This design comes from an exercise in tuning for small area, a short achievable clock period and few clock cycles on the open sky130 flow, not from production work. Function was checked by simulation only, so behaviour that the tests miss may differ from the original. No activity file was given, so power comes from the tool's default toggle rates.

==> willow <==
Design rv052b_alu, start of the top module:
module rv052b_alu(
    input                               clk,
    input                               rst,
    input                               start,
    input       [2:0]                   fu,
    input       [1:0]                   op_mode1,
    input       [2:0]                   op_mode2,
    input       [31:0]                  op1,
    input       [31:0]                  op2,
    input       [31:0]                  imm_data,
    input       [31:0]                  cur_pc,
    output  reg                         done,
    output  reg [31:0]                  res,
    output  reg [31:0]                  tar_addr,
    output  reg                         need_jmp
);
wire            f_add   = fu == 3'd0;
wire            f_shift = fu == 3'd1;
wire            f_logic = fu == 3'd2;
wire            f_cmp   = fu == 3'd3;
wire            f_br    = fu == 3'd4;
wire            sub     = op_mode2[2] & ~fu[1];
wire    [31:0]  sum;
wire    [31:0]  prop;
wire    [31:0]  gen;
main_add main_add(
  ...
==> module rv052b_alu, before the edit <==
module rv052b_alu(
    input                               clk,
    input                               rst,
    input                               start,
    input       [2:0]                   fu,
    input       [1:0]                   op_mode1,
    input       [2:0]                   op_mode2,
    input       [31:0]                  op1,
    input       [31:0]                  op2,
    input       [31:0]                  imm_data,
    input       [31:0]                  cur_pc,
    output  reg                         done,
    output  reg [31:0]                  res,
    output  reg [31:0]                  tar_addr,
    output  reg                         need_jmp
);
wire            f_add   = fu == 3'd0;
wire            f_shift = fu == 3'd1;
wire            f_logic = fu == 3'd2;
wire            f_cmp   = fu == 3'd3;
wire            f_br    = fu == 3'd4;
wire            sub     = op_mode2[2] & ~fu[1];
wire    [31:0]  sum;
wire    [31:0]  prop;
wire    [31:0]  gen;
main_add main_add(
    .a      (op1),
    .b      (op2),
    .sub    (sub),
    .s      (sum),
    .p      (prop),
    .g      (gen)
);
wire            lt_lo;
wire            eq_lo;
cmp_tree cmp(
    .a      (op1[30:0]),
    .b      (op2[30:0]),
    .lt     (lt_lo),
    .eq     (eq_lo)
);
wire            eq_hi   = ~(op1[31] ^ op2[31]);
wire            lt_u    = (~op1[31] & op2[31]) | (eq_hi & lt_lo);
wire            lt_s    = (op1[31] & ~op2[31]) | (eq_hi & lt_lo);
wire            eq      = eq_hi & eq_lo;
wire    [4:0]   shamt   = op_mode1[1] ? imm_data[4:0] : op2[4:0];
wire            left    = ~op_mode2[1] & ~op_mode2[2];
wire            fill    = op_mode2[2] & op1[31];
wire    [31:0]  shr;
shift_right shifter(
    .a      (op1),
    .shamt  (shamt),
    .left   (left),
    .fill   (fill),
    .y      (shr)
);
integer k;
reg     [31:0]  shr_rev;
always @(*) for (k = 0; k < 32; k = k + 1) shr_rev[k] = shr[31-k];
reg             taken;
always @(*) begin
    case (op_mode2)
    3'b000:  taken = eq;
    3'b001:  taken = ~eq;
    3'b010:  taken = lt_s;
    3'b011:  taken = ~lt_s;
    3'b100:  taken = lt_u;
    default: taken = ~lt_u;
    endcase
end
wire            cond    = ~op_mode1[1] & op_mode1[0];
wire            jmp     = ~cond | taken;
wire            jalr    = ~op_mode1[0] & op_mode2[2];
wire    [31:0]  base    = jalr ? op1 : cur_pc;
wire    [31:0]  target;
tar_add tar_add(
    .a      (base),
    .b      (imm_data),
    .s      (target)
);
wire            s_sum   = f_add;
wire            s_xor   = f_logic & ~op_mode2[1];                    
wire            s_and   = f_logic & (op_mode2[1] | op_mode2[2]);     
wire            s_shr   = f_shift & ~left;
wire            s_shl   = f_shift & left;
wire            s_pc    = f_br;
wire            s_lt    = f_cmp;
wire            lt      = op_mode1[0] ? lt_u : lt_s;
wire    [31:0]  res_d   = ({32{s_sum}} & sum)
                        | ({32{s_xor}} & prop)
                        | ({32{s_and}} & gen)
                        | ({32{s_shr}} & shr)
                        | ({32{s_shl}} & shr_rev)
                        | ({32{s_pc }} & cur_pc)
                        | {31'd0, s_lt & lt};
always @(posedge clk) begin
    done     <= start & ~rst;
    res      <= res_d;
    tar_addr <= {32{jmp}} & target;
    need_jmp <= jmp;
end
endmodule
==> module main_add, before the edit <==
module main_add(
    input       [31:0]                  a,
    input       [31:0]                  b,
    input                               sub,
    output      [31:0]                  s,
    output      [31:0]                  p,
    output      [31:0]                  g
);
wire    [31:0]  bx = b ^ {32{sub}};
assign p = a ^ bx;
assign g = a & bx;
wire    [31:0]  c;
sklansky carries(
    .g      ({g[31:1], g[0] | (p[0] & sub)}),
    .p      (p),
    .c      (c)
);
assign s = p ^ {c[30:0], sub};
endmodule
==> module tar_add, before the edit <==
module tar_add(
    input       [31:0]                  a,
    input       [31:0]                  b,
    output      [31:0]                  s
);
wire    [31:0]  p = a ^ b;
wire    [31:0]  c;
sklansky carries(
    .g      (a & b),
    .p      (p),
    .c      (c)
);
assign s = p ^ {c[30:0], 1'b0};
endmodule
==> module sklansky, before the edit <==
module sklansky(
    input       [31:0]                  g,
    input       [31:0]                  p,
    output      [31:0]                  c
);
wire    [31:0]  gl [0:5];
wire    [31:0]  pl [0:5];
assign gl[0] = g;
assign pl[0] = p;
genvar l, i;
generate
    for (l = 0; l < 5; l = l + 1) begin : lvl
        for (i = 0; i < 32; i = i + 1) begin : bit_
            if ((i >> l) & 1) begin : comb
                localparam integer J = ((i >> l) << l) - 1;
                assign gl[l+1][i] = gl[l][i] | (pl[l][i] & gl[l][J]);
                assign pl[l+1][i] = pl[l][i] & pl[l][J];
            end else begin : pass
                assign gl[l+1][i] = gl[l][i];
                assign pl[l+1][i] = pl[l][i];
            end
        end
    end
endgenerate
assign c = gl[5];
endmodule
==> module shift_right, before the edit <==
module shift_right(
    input       [31:0]                  a,
    input       [4:0]                   shamt,
    input                               left,
    input                               fill,
    output      [31:0]                  y
);
reg     [31:0]  a_rev;
integer k;
always @(*) for (k = 0; k < 32; k = k + 1) a_rev[k] = a[31-k];
wire    [31:0]  sh0     = left ? a_rev : a;
wire    [31:0]  sh1     = shamt[4] ? {{16{fill}}, sh0[31:16]} : sh0;
wire    [31:0]  sh2     = shamt[3] ? {{ 8{fill}}, sh1[31: 8]} : sh1;
wire    [31:0]  sh3     = shamt[2] ? {{ 4{fill}}, sh2[31: 4]} : sh2;
wire    [31:0]  sh4     = shamt[1] ? {{ 2{fill}}, sh3[31: 2]} : sh3;
assign          y       = shamt[0] ? {      fill, sh4[31: 1]} : sh4;
endmodule
==> flow/config.mk <==
export PLATFORM = sky130hd
export DESIGN_NAME = rv052b_alu
export DESIGN_NICKNAME = rv052b_alu
export VERILOG_FILES = /design/flow/design.v
export SDC_FILE = /design/flow/constraint.sdc
export NUM_CORES = 4
export LEC_CHECK = 0
export CAP_MARGIN = 20
export CORE_MARGIN = 2
export CORE_UTILIZATION = 70
export PLACE_DENSITY = 0.8
export SETUP_SLACK_MARGIN = 1.25
export SLEW_MARGIN = 20
export SYNTH_HIERARCHICAL = 1
==> flow/constraint.sdc <==
create_clock -name core_clock -period 5.0 [get_ports {clk}]
set_input_delay 1.0000 -clock core_clock [delete_from_list [all_inputs] [get_ports {clk}]]
set_output_delay 1.0000 -clock core_clock [all_outputs]
set_load 0.01 [all_outputs]
standard.sh (not shown) runs the stock make flow with config.mk's settings and CLKGATE_MAP_FILE= SYNTH_SCRIPT=/design/flow/synth_recipe.tcl, a recipe that flattens the netlist after the stock synthesis.
==> flow/flow/run.sh <==
#!/bin/bash
# The standard layout (standard.sh, same make targets and settings) with
# two changes: the port buffers are sky130_fd_sc_hd__buf_1 instead of the
# cell buffer_ports picks by default, and synthesis maps the modules named
# in area_modules.txt with an area-oriented ABC script (abc_override.tcl,
# prepended to the standard flow's own synthesis script synth_recipe.tcl).
set -euo pipefail
here=$(pwd)
export BUFFER_PORTS_ARGS="-buffer_cell sky130_fd_sc_hd__buf_1"
cat flow/abc_override.tcl synth_recipe.tcl > my_synth.tcl
sed "s#SYNTH_SCRIPT=[^ ]*synth_recipe.tcl#SYNTH_SCRIPT=$here/my_synth.tcl#" standard.sh > my_standard.sh
grep -q "SYNTH_SCRIPT=$here/my_synth.tcl" my_standard.sh
bash my_standard.sh finish > standard_flow.log 2>&1
==> flow/flow/abc_override.tcl <==
# Prepended to synth_recipe.tcl by run.sh. Technology mapping: the modules
# listed in flow/area_modules.txt (kept as their own hierarchy with
# SYNTH_HIERARCHICAL 1) are mapped first with the ABC script flow/area.abc;
# the rest of the design then with ORFS's own script, unchanged.
set ::my_flow_dir [file join [file dirname [file normalize [info script]]] flow]
proc abc {args} {
  set fp [open [file join $::my_flow_dir area_modules.txt] r]
  set mods [string trim [read $fp]]
  close $fp
  set area_args $args
  set i [lsearch -exact $area_args -script]
  lset area_args [expr { $i + 1 }] [file join $::my_flow_dir area.abc]
  foreach m $mods {
    yosys abc {*}$area_args $m
  }
  yosys abc {*}$args
}
==> flow/flow/area.abc <==
strash
dch
map -a
topo
stime -c
buffer -c
upsize -c
dnsize -c
==> flow/flow/area_modules.txt <==
shift_right
==> inputs of yarrow, as changes to willow <==
--- a/flow/design.v
+++ b/flow/design.v
@@ -25,11 +25,13 @@
 wire    [31:0]  prop;
 wire    [31:0]  gen;
-main_add main_add(
+pfx_add main_add(
     .a      (op1),
-    .b      (op2),
-    .sub    (sub),
+    .b      (op2 ^ {32{sub}}),
+    .cin    (sub),
     .s      (sum),
     .p      (prop),
-    .g      (gen)
+    .g      (gen),
+    .cout   (),
+    .pall   ()
 );
 wire            lt_lo;
@@ -48,13 +50,13 @@
 wire            left    = ~op_mode2[1] & ~op_mode2[2];
 wire            fill    = op_mode2[2] & op1[31];
-wire    [31:0]  shr;
-shift_right shifter(
-    .a      (op1),
-    .shamt  (shamt),
-    .left   (left),
-    .fill   (fill),
-    .y      (shr)
-);
+reg     [31:0]  op1_rev;
 integer k;
+always @(*) for (k = 0; k < 32; k = k + 1) op1_rev[k] = op1[31-k];
+wire    [31:0]  sh0     = left ? op1_rev : op1;
+wire    [31:0]  sh1     = shamt[4] ? {{16{fill}}, sh0[31:16]} : sh0;
+wire    [31:0]  sh2     = shamt[3] ? {{ 8{fill}}, sh1[31: 8]} : sh1;
+wire    [31:0]  sh3     = shamt[2] ? {{ 4{fill}}, sh2[31: 4]} : sh2;
+wire    [31:0]  sh4     = shamt[1] ? {{ 2{fill}}, sh3[31: 2]} : sh3;
+wire    [31:0]  shr     = shamt[0] ? {      fill, sh4[31: 1]} : sh4;
 reg     [31:0]  shr_rev;
 always @(*) for (k = 0; k < 32; k = k + 1) shr_rev[k] = shr[31-k];
@@ -75,8 +77,13 @@
 wire    [31:0]  base    = jalr ? op1 : cur_pc;
 wire    [31:0]  target;
-tar_add tar_add(
+pfx_add tar_add(
     .a      (base),
     .b      (imm_data),
-    .s      (target)
+    .cin    (1'b0),
+    .s      (target),
+    .p      (),
+    .g      (),
+    .cout   (),
+    .pall   ()
 );
 wire            s_sum   = f_add;
@@ -102,45 +109,19 @@
 end
 endmodule
-module main_add(
+module pfx_add(
     input       [31:0]                  a,
     input       [31:0]                  b,
-    input                               sub,
+    input                               cin,
     output      [31:0]                  s,
     output      [31:0]                  p,
-    output      [31:0]                  g
+    output      [31:0]                  g,
+    output                              cout,
+    output                              pall
 );
-wire    [31:0]  bx = b ^ {32{sub}};
-assign p = a ^ bx;
-assign g = a & bx;
-wire    [31:0]  c;
-sklansky carries(
-    .g      ({g[31:1], g[0] | (p[0] & sub)}),
-    .p      (p),
-    .c      (c)
-);
-assign s = p ^ {c[30:0], sub};
-endmodule
-module tar_add(
-    input       [31:0]                  a,
-    input       [31:0]                  b,
-    output      [31:0]                  s
-);
-wire    [31:0]  p = a ^ b;
-wire    [31:0]  c;
-sklansky carries(
-    .g      (a & b),
-    .p      (p),
-    .c      (c)
-);
-assign s = p ^ {c[30:0], 1'b0};
-endmodule
-module sklansky(
-    input       [31:0]                  g,
-    input       [31:0]                  p,
-    output      [31:0]                  c
-);
+assign p = a ^ b;
+assign g = a & b;
 wire    [31:0]  gl [0:5];
 wire    [31:0]  pl [0:5];
-assign gl[0] = g;
+assign gl[0] = {g[31:1], g[0] | (p[0] & cin)};
 assign pl[0] = p;
 genvar l, i;
@@ -159,5 +140,7 @@
     end
 endgenerate
-assign c = gl[5];
+assign s    = p ^ {gl[5][30:0], cin};
+assign cout = gl[5][31];
+assign pall = pl[5][31];
 endmodule
 module cmp_tree(
@@ -195,19 +178,2 @@
 assign eq = e4[1] & e4[0];
 endmodule
-module shift_right(
-    input       [31:0]                  a,
-    input       [4:0]                   shamt,
-    input                               left,
-    input                               fill,
-    output      [31:0]                  y
-);
-reg     [31:0]  a_rev;
-integer k;
-always @(*) for (k = 0; k < 32; k = k + 1) a_rev[k] = a[31-k];
-wire    [31:0]  sh0     = left ? a_rev : a;
-wire    [31:0]  sh1     = shamt[4] ? {{16{fill}}, sh0[31:16]} : sh0;
-wire    [31:0]  sh2     = shamt[3] ? {{ 8{fill}}, sh1[31: 8]} : sh1;
-wire    [31:0]  sh3     = shamt[2] ? {{ 4{fill}}, sh2[31: 4]} : sh2;
-wire    [31:0]  sh4     = shamt[1] ? {{ 2{fill}}, sh3[31: 2]} : sh3;
-assign          y       = shamt[0] ? {      fill, sh4[31: 1]} : sh4;
-endmodule
==> flow/flow/run.sh (replaced) <==
#!/bin/bash
# The standard layout (the standard.sh, unchanged steps and settings),
# with the port buffers made from sky130_fd_sc_hd__buf_2 instead of the
# cell buffer_ports picks by default.
set -euo pipefail
export BUFFER_PORTS_ARGS="-buffer_cell sky130_fd_sc_hd__buf_2"
bash standard.sh finish > standard_flow.log 2>&1
Settings changed: CORE_UTILIZATION 70 to 25, PLACE_DENSITY 0.8 to 0.5, SETUP_SLACK_MARGIN 1.25 to 1, SYNTH_HIERARCHICAL 1 to not set.
removed: flow/flow/abc_override.tcl
removed: flow/flow/area.abc
removed: flow/flow/area_modules.txt
==> notes <==
- yarrow finished with timing, DRC and antenna clean. willow stopped in global routing.
- Against willow, the area after synthesis of yarrow is larger by 1.3%.
- Against willow, the synthesized cell count of yarrow is higher by 2.2%.
==> figures <==
item                                                                           willow          yarrow
Run status                                                  aborted with a tool error  finished clean
Stage where the flow stopped                                           global routing               -
Num rows                                                                           40              69
Count of buffers added by post-CTS timing repair for setup                         13               0
Dpl cells                                                                       1,442           1,759
Number of warnings printed during yosys synthesis                                   9               2
Netlist area before placement                                            0.00881 mm^2    0.00892 mm^2
Average cell area after synthesis                                           7.87 um^2       7.80 um^2
Final HPWL DP                                                                 24.3 mm         34.6 mm
Horiz. Die Dim                                                                 116 um          193 um
RD Place Congestion                                                              1.12           0.949
Number of resized instances in the post-cts repair step                            30               1
Initial standard-cell utilization of the core                                   72.4%           25.2%
Synthesized instance count                                                      1,119           1,144
Pre-CTS setup slack                                                          0.352 ns        0.562 ns
Clock buffer depth                                                                  2               2
Placed standard-cell area                                                0.00954 mm^2     0.0104 mm^2
Die H                                                                          116 um          193 um
Synthesized net count                                                           1,355           1,388
Number of clock sinks                                                              66              66
Testbench counts of willow, summed over its fixed seeds: cycles 16,000.
Testbench counts of yarrow, summed over its fixed seeds: cycles 16,000.

---

==> build 55: inputs <==
==> flow/design.v <==
`timescale 1ns/100ps
module rv052b_alu(
    input                               clk,
    input                               rst,
    input                               start,
    input       [2:0]                   fu,
    input       [1:0]                   op_mode1,
    input       [2:0]                   op_mode2,
    input       [31:0]                  op1,
    input       [31:0]                  op2,
    input       [31:0]                  imm_data,
    input       [31:0]                  cur_pc,
    output  reg                         done,
    output  reg [31:0]                  res,
    output  reg [31:0]                  tar_addr,
    output  reg                         need_jmp
);
wire            f_add   = fu == 3'd0;
wire            f_shift = fu == 3'd1;
wire            f_logic = fu == 3'd2;
wire            f_cmp   = fu == 3'd3;
wire            f_br    = fu == 3'd4;
wire            sub     = fu[2] | fu[0] | (op_mode2[2] & ~fu[1]);
wire    [31:0]  sum;
wire    [31:0]  prop;
wire    [31:0]  gen;
wire            cout;
wire            pall;
main_add main_add(
    .a      (op1),
    .b      (op2),
    .sub    (sub),
    .s      (sum),
    .p      (prop),
    .g      (gen),
    .cout   (cout),
    .pall   (pall)
);
wire            lt_u    = ~cout;
wire            lt_s    = (op1[31] ^ op2[31]) ? op1[31] : lt_u;
wire            eq      = pall;
wire    [4:0]   shamt   = op_mode1[1] ? imm_data[4:0] : op2[4:0];
wire            left    = ~op_mode2[1] & ~op_mode2[2];
wire            fill    = op_mode2[2] & op1[31];
wire    [31:0]  shr;
shift_right shifter(
    .a      (op1),
    .shamt  (shamt),
    .left   (left),
    .fill   (fill),
    .y      (shr)
);
integer k;
reg     [31:0]  shr_rev;
always @(*) for (k = 0; k < 32; k = k + 1) shr_rev[k] = shr[31-k];
reg             taken;
always @(*) begin
    case (op_mode2)
    3'b000:  taken = eq;
    3'b001:  taken = ~eq;
    3'b010:  taken = lt_s;
    3'b011:  taken = ~lt_s;
    3'b100:  taken = lt_u;
    default: taken = ~lt_u;
    endcase
end
wire            cond    = ~op_mode1[1] & op_mode1[0];
wire            jmp     = ~cond | taken;
wire            jalr    = ~op_mode1[0] & op_mode2[2];
wire    [31:0]  base    = jalr ? op1 : cur_pc;
wire    [31:0]  target;
tar_add tar_add(
    .a      (base),
    .b      (imm_data),
    .s      (target)
);
wire            s_sum   = f_add;
wire            s_xor   = f_logic & ~op_mode2[1];                    
wire            s_and   = f_logic & (op_mode2[1] | op_mode2[2]);     
wire            s_shr   = f_shift & ~left;
wire            s_shl   = f_shift & left;
wire            s_pc    = f_br;
wire            s_lt    = f_cmp;
wire            lt      = op_mode1[0] ? lt_u : lt_s;
wire    [31:0]  res_d   = ({32{s_sum}} & sum)
                        | ({32{s_xor}} & prop)
                        | ({32{s_and}} & gen)
                        | ({32{s_shr}} & shr)
                        | ({32{s_shl}} & shr_rev)
                        | ({32{s_pc }} & cur_pc)
                        | {31'd0, s_lt & lt};
always @(posedge clk) begin
    done     <= start & ~rst;
    res      <= res_d;
    tar_addr <= {32{jmp}} & target;
    need_jmp <= jmp;
end
endmodule
module main_add(
    input       [31:0]                  a,
    input       [31:0]                  b,
    input                               sub,
    output      [31:0]                  s,
    output      [31:0]                  p,
    output      [31:0]                  g,
    output                              cout,
    output                              pall
);
wire    [31:0]  bx = b ^ {32{sub}};
assign p = a ^ bx;
assign g = a & bx;
wire    [31:0]  c;
sklansky carries(
    .g      ({g[31:1], g[0] | (p[0] & sub)}),
    .p      (p),
    .c      (c),
    .pall   (pall)
);
assign s = p ^ {c[30:0], sub};
assign cout = c[31];
endmodule
module tar_add(
    input       [31:0]                  a,
    input       [31:0]                  b,
    output      [31:0]                  s
);
wire    [31:0]  p = a ^ b;
wire    [31:0]  c;
sklansky carries(
    .g      (a & b),
    .p      (p),
    .c      (c),
    .pall   ()
);
assign s = p ^ {c[30:0], 1'b0};
endmodule
module sklansky(
    input       [31:0]                  g,
    input       [31:0]                  p,
    output      [31:0]                  c,
    output                              pall
);
wire    [31:0]  gl [0:5];
wire    [31:0]  pl [0:5];
assign gl[0] = g;
assign pl[0] = p;
genvar l, i;
generate
    for (l = 0; l < 5; l = l + 1) begin : lvl
        for (i = 0; i < 32; i = i + 1) begin : bit_
            if ((i >> l) & 1) begin : comb
                localparam integer J = ((i >> l) << l) - 1;
                assign gl[l+1][i] = gl[l][i] | (pl[l][i] & gl[l][J]);
                assign pl[l+1][i] = pl[l][i] & pl[l][J];
            end else begin : pass
                assign gl[l+1][i] = gl[l][i];
                assign pl[l+1][i] = pl[l][i];
            end
        end
    end
endgenerate
assign c    = gl[5];
assign pall = pl[5][31];
endmodule
module shift_right(
    input       [31:0]                  a,
    input       [4:0]                   shamt,
    input                               left,
    input                               fill,
    output      [31:0]                  y
);
reg     [31:0]  a_rev;
integer k;
always @(*) for (k = 0; k < 32; k = k + 1) a_rev[k] = a[31-k];
wire    [31:0]  sh0     = left ? a_rev : a;
wire    [31:0]  sh1     = shamt[4] ? {{16{fill}}, sh0[31:16]} : sh0;
wire    [31:0]  sh2     = shamt[3] ? {{ 8{fill}}, sh1[31: 8]} : sh1;
wire    [31:0]  sh3     = shamt[2] ? {{ 4{fill}}, sh2[31: 4]} : sh2;
wire    [31:0]  sh4     = shamt[1] ? {{ 2{fill}}, sh3[31: 2]} : sh3;
assign          y       = shamt[0] ? {      fill, sh4[31: 1]} : sh4;
endmodule
==> flow/flow/run.sh <==
#!/bin/bash
# The standard layout (standard.sh, same make targets and settings) with
# two changes: the port buffers are sky130_fd_sc_hd__buf_1 instead of the
# cell buffer_ports picks by default, and synthesis maps the modules named
# in area_modules.txt with an area-oriented ABC script (abc_override.tcl,
# prepended to the standard flow's own synthesis script synth_recipe.tcl).
set -euo pipefail
here=$(pwd)
export BUFFER_PORTS_ARGS="-buffer_cell sky130_fd_sc_hd__buf_1"
cat flow/abc_override.tcl synth_recipe.tcl > my_synth.tcl
sed "s#SYNTH_SCRIPT=[^ ]*synth_recipe.tcl#SYNTH_SCRIPT=$here/my_synth.tcl#" standard.sh > my_standard.sh
grep -q "SYNTH_SCRIPT=$here/my_synth.tcl" my_standard.sh
bash my_standard.sh finish > standard_flow.log 2>&1
==> flow/flow/abc_override.tcl <==
# Prepended to synth_recipe.tcl by run.sh. Technology mapping: the modules
# listed in flow/area_modules.txt (kept as their own hierarchy with
# SYNTH_HIERARCHICAL 1) are mapped first with the ABC script flow/area.abc;
# the rest of the design then with ORFS's own script, unchanged.
set ::my_flow_dir [file join [file dirname [file normalize [info script]]] flow]
proc abc {args} {
  set fp [open [file join $::my_flow_dir area_modules.txt] r]
  set mods [string trim [read $fp]]
  close $fp
  set area_args $args
  set i [lsearch -exact $area_args -script]
  lset area_args [expr { $i + 1 }] [file join $::my_flow_dir area.abc]
  foreach m $mods {
    yosys abc {*}$area_args $m
  }
  yosys abc {*}$args
}
==> flow/flow/area.abc <==
strash
dch
map -a
topo
stime -c
buffer -c
upsize -c
dnsize -c
==> flow/flow/area_modules.txt <==
shift_right
==> flow/standard.sh <==
#!/bin/bash
# synth_recipe.tcl (not shown) runs the flow's synth.tcl, then flattens the netlist and writes it again
# the make line also repeats each setting of config.mk as NAME=value (left out here)
make -C /OpenROAD-flow-scripts/flow DESIGN_CONFIG=/design/flow/config.mk WORK_HOME=/design/flow/orfs CLKGATE_MAP_FILE= SYNTH_SCRIPT=/design/flow/synth_recipe.tcl "${@:-finish}"
==> flow/config.mk <==
export PLATFORM = sky130hd
export DESIGN_NAME = rv052b_alu
export DESIGN_NICKNAME = rv052b_alu
export VERILOG_FILES = /design/flow/design.v
export SDC_FILE = /design/flow/constraint.sdc
export NUM_CORES = 4
export LEC_CHECK = 0
export CAP_MARGIN = 20
export CORE_MARGIN = 2
export CORE_UTILIZATION = 45
export PLACE_DENSITY = 0.65
export SETUP_SLACK_MARGIN = 1.25
export SLEW_MARGIN = 20
export SYNTH_HIERARCHICAL = 1
==> flow/constraint.sdc <==
create_clock -name core_clock -period 5.0 [get_ports {clk}]
set_input_delay 1.0000 -clock core_clock [delete_from_list [all_inputs] [get_ports {clk}]]
set_output_delay 1.0000 -clock core_clock [all_outputs]
set_load 0.01 [all_outputs]
==> trial 94: changes against build 55 <==
CORE_UTILIZATION = 35   (was 45)
PLACE_DENSITY = 0.6   (was 0.65)
==> build 63: changes against build 55 <==
==> flow/design.v, changed modules only <==
module rv052b_alu(
    input                               clk,
    input                               rst,
    input                               start,
    input       [2:0]                   fu,
    input       [1:0]                   op_mode1,
    input       [2:0]                   op_mode2,
    input       [31:0]                  op1,
    input       [31:0]                  op2,
    input       [31:0]                  imm_data,
    input       [31:0]                  cur_pc,
    output  reg                         done,
    output  reg [31:0]                  res,
    output  reg [31:0]                  tar_addr,
    output  reg                         need_jmp
);
wire            f_add   = fu == 3'd0;
wire            f_shift = fu == 3'd1;
wire            f_logic = fu == 3'd2;
wire            f_cmp   = fu == 3'd3;
wire            f_br    = fu == 3'd4;
wire            sub     = fu[2] | fu[0] | (op_mode2[2] & ~fu[1]);
wire    [31:0]  sum;
wire    [31:0]  prop;
wire    [31:0]  gen;
wire            cout;
wire            pall;
wire    [31:0]  op2_x   = op2 ^ {32{sub}};
assign          prop    = op1 ^ op2_x;
assign          gen     = op1 & op2_x;
wire    [32:0]  main_pc = prefix({gen[31:1], gen[0] | (prop[0] & sub)}, prop);
assign          sum     = prop ^ {main_pc[30:0], sub};
assign          cout    = main_pc[31];
assign          pall    = main_pc[32];
wire            lt_u    = ~cout;
wire            lt_s    = (op1[31] ^ op2[31]) ? op1[31] : lt_u;
wire            eq      = pall;
wire    [4:0]   shamt   = op_mode1[1] ? imm_data[4:0] : op2[4:0];
wire            left    = ~op_mode2[1] & ~op_mode2[2];
wire            fill    = op_mode2[2] & op1[31];
wire    [31:0]  shr;
shift_right shifter(
    .a      (op1),
    .shamt  (shamt),
    .left   (left),
    .fill   (fill),
    .y      (shr)
);
integer k;
reg     [31:0]  shr_rev;
always @(*) for (k = 0; k < 32; k = k + 1) shr_rev[k] = shr[31-k];
wire            sgn_d   = op1[31] ^ op2[31];
wire            is_eq   = op_mode2 == 3'b000;
wire            is_ne   = op_mode2 == 3'b001;
wire            is_lt   = op_mode2 == 3'b010;
wire            is_ge   = op_mode2 == 3'b011;
wire            is_ltu  = op_mode2 == 3'b100;
wire            is_geu  = op_mode2 == 3'b110;
wire            cond    = ~op_mode1[1] & op_mode1[0];
wire            j_any   = ~cond | (is_lt & sgn_d & op1[31]) | (is_ge & sgn_d & ~op1[31]);
wire            j_c1    = is_ge & ~sgn_d | is_geu;       
wire            j_c0    = is_lt & ~sgn_d | is_ltu;       
wire            j_p     = cond & (is_eq | is_ne);
wire            j_pv    = is_eq;                         
wire            jmp     = j_any | (cout ? j_c1 : j_c0) | (j_p & ~(pall ^ j_pv));
wire            taken   = jmp;
wire            jalr    = ~op_mode1[0] & op_mode2[2];
wire    [31:0]  base    = jalr ? op1 : cur_pc;
wire    [31:0]  target;
wire    [31:0]  tar_p   = base ^ imm_data;
wire    [32:0]  tar_pc  = prefix(base & imm_data, tar_p);
assign          target  = tar_p ^ {tar_pc[30:0], 1'b0};
wire            s_sum   = f_add;
wire            s_xor   = f_logic & ~op_mode2[1];                    
wire            s_and   = f_logic & (op_mode2[1] | op_mode2[2]);     
wire            s_shr   = f_shift & ~left;
wire            s_shl   = f_shift & left;
wire            s_pc    = f_br;
wire            s_lt    = f_cmp;
wire            lt      = op_mode1[0] ? lt_u : lt_s;
wire    [31:0]  res_d   = ({32{s_sum}} & sum)
                        | ({32{s_xor}} & prop)
                        | ({32{s_and}} & gen)
                        | ({32{s_shr}} & shr)
                        | ({32{s_shl}} & shr_rev)
                        | ({32{s_pc }} & cur_pc)
                        | {31'd0, s_lt & lt};
always @(posedge clk) begin
    done     <= start & ~rst;
    res      <= res_d;
    tar_addr <= {32{jmp}} & target;
    need_jmp <= jmp;
end
function [32:0] prefix;
    input   [31:0]  g;
    input   [31:0]  p;
    reg     [31:0]  gg, pp, gn, pn;
    integer l, i, j;
    begin
        gg = g;
        pp = p;
        for (l = 0; l < 5; l = l + 1) begin
            gn = gg;
            pn = pp;
            for (i = 0; i < 32; i = i + 1) begin
                if ((i >> l) & 1) begin
                    j = ((i >> l) << l) - 1;
                    gn[i] = gg[i] | (pp[i] & gg[j]);
                    pn[i] = pp[i] & pp[j];
                end
            end
            gg = gn;
            pp = pn;
        end
        prefix = {pp[31], gg};
    end
endfunction
endmodule
// module main_add removed
// module tar_add removed
// module sklansky removed
SETUP_SLACK_MARGIN = 1.0   (was 1.25)
==> key figures <==
Global routing
  – Vias in the first global route: 8583
  – Met2 usage in global routing: 41.0%
  – First-pass GRT wire length: 50.8 mm

Placement
  – Place WS: 228 ps
  – GPL Wtd Cong: 1.02

Floorplanning
  – Die Ht: 158 µm

Pwr
  – PD cells: 282 mW/mm²

Setup path
  – Worst setup endpoint: tar_addr[24]$_DFF_P_

Timing
  – Worst hold slack: 796 ps
  – Period utilization: 80.5%
  – Worst Tran Pin Value: 723 ps

Status
  – Status: complete, no violations

Finish
  – Non-clk bufs: 265

Routing
  – Avg WL per Cell: 21.5 µm
  – DR WL met3: 3.63 mm
That was trial 94.
==> key figures <==
Timing
  – Worst hold slack: 793 ps
  – Period utilization: 78.0%
  – Worst Tran Pin Value: 892 ps

Global routing
  – Vias in the first global route: 8707
  – First-pass GRT wire length: 47.6 mm
  – Met3 GRT Util: 4.62%
  – Met2 usage in global routing: 48.8%

Routing
  – Avg WL per Cell: 20.6 µm

Setup path
  – Worst setup endpoint: tar_addr[2]$_DFF_P_

Finish
  – Non-clk bufs: 255

Logic synthesis
  – Top cells by count, synth: nand2_1 (190), o21ai_1 (94), a21oi_1 (84), nor2_1 (74), dfxtp_1 (66)
  – Post-synth net total: 1374

CTS
  – Clk root buf: clkbuf_16

Status
  – Status: complete, no violations
That was build 63.
==> key figures <==
Global routing
  – Met2 usage in global routing: 51.1%
  – Vias in the first global route: 8712
  – First-pass GRT wire length: 50.4 mm

Placement
  – Place WS: 120 ps

Timing
  – Period utilization: 78.8%
  – Worst hold slack: 796 ps

Routing
  – Avg WL per Cell: 22.2 µm

Status
  – Status: complete, no violations

Setup path
  – Worst setup endpoint: tar_addr[30]$_DFF_P_

Finish
  – Non-clk bufs: 264

Pwr
  – PD cells: 284 mW/mm²

Floorplanning
  – Die Ht: 140 µm
That was build 55.
Testbench counts of build 55, summed over its fixed seeds: cycles 16,000.
Testbench counts of trial 94, summed over its fixed seeds: cycles 16,000.
Testbench counts of build 63, summed over its fixed seeds: cycles 16,000.

re-timing with driven ports:
Ports are ideal in the flow. The routed layouts listed here were re-timed in OpenROAD. Step 1 (the two cells are an assumption about what drives the block):
set clk [get_ports {clk}]
set_driving_cell -lib_cell sky130_fd_sc_hd__clkbuf_16 $clk
set_driving_cell -lib_cell sky130_fd_sc_hd__buf_2 [delete_from_list [all_inputs] $clk]
Step 2 times the ports against the registers' clock, not the clock port: input delays grow and output delays shrink by t, the midpoint of the rising clock arrivals with the driver on. Three values: ideal, step 1, step 2; two values: the first two.
| run | t, ns | setup slack, ns | hold slack, ns | clock arrival spread, ns | worst register clock-pin slew, ns |
|---|---|---|---|---|---|
| yarrow | 0.425 | 1.098 / 1.111 / 0.686 | 0.780 / 0.752 / 1.177 | 0.018 / 0.018 | 0.08 / 0.08 |
| build 55 | 0.395 | 1.059 / 1.057 / 0.662 | 0.796 / 0.778 / 1.173 | 0.011 / 0.010 | 0.07 / 0.07 |
| trial 94 | 0.393 | 0.977 / 0.973 / 0.580 | 0.796 / 0.775 / 1.168 | 0.007 / 0.007 | 0.06 / 0.06 |
| build 63 | 0.388 | 1.098 / 1.118 / 0.731 | 0.793 / 0.773 / 1.161 | 0.008 / 0.009 | 0.06 / 0.06 |
After both steps every run listed still meets setup and hold. The setup slack of yarrow, which loses most, moves by +0.013 ns with the drivers and by -0.412 ns with both steps.
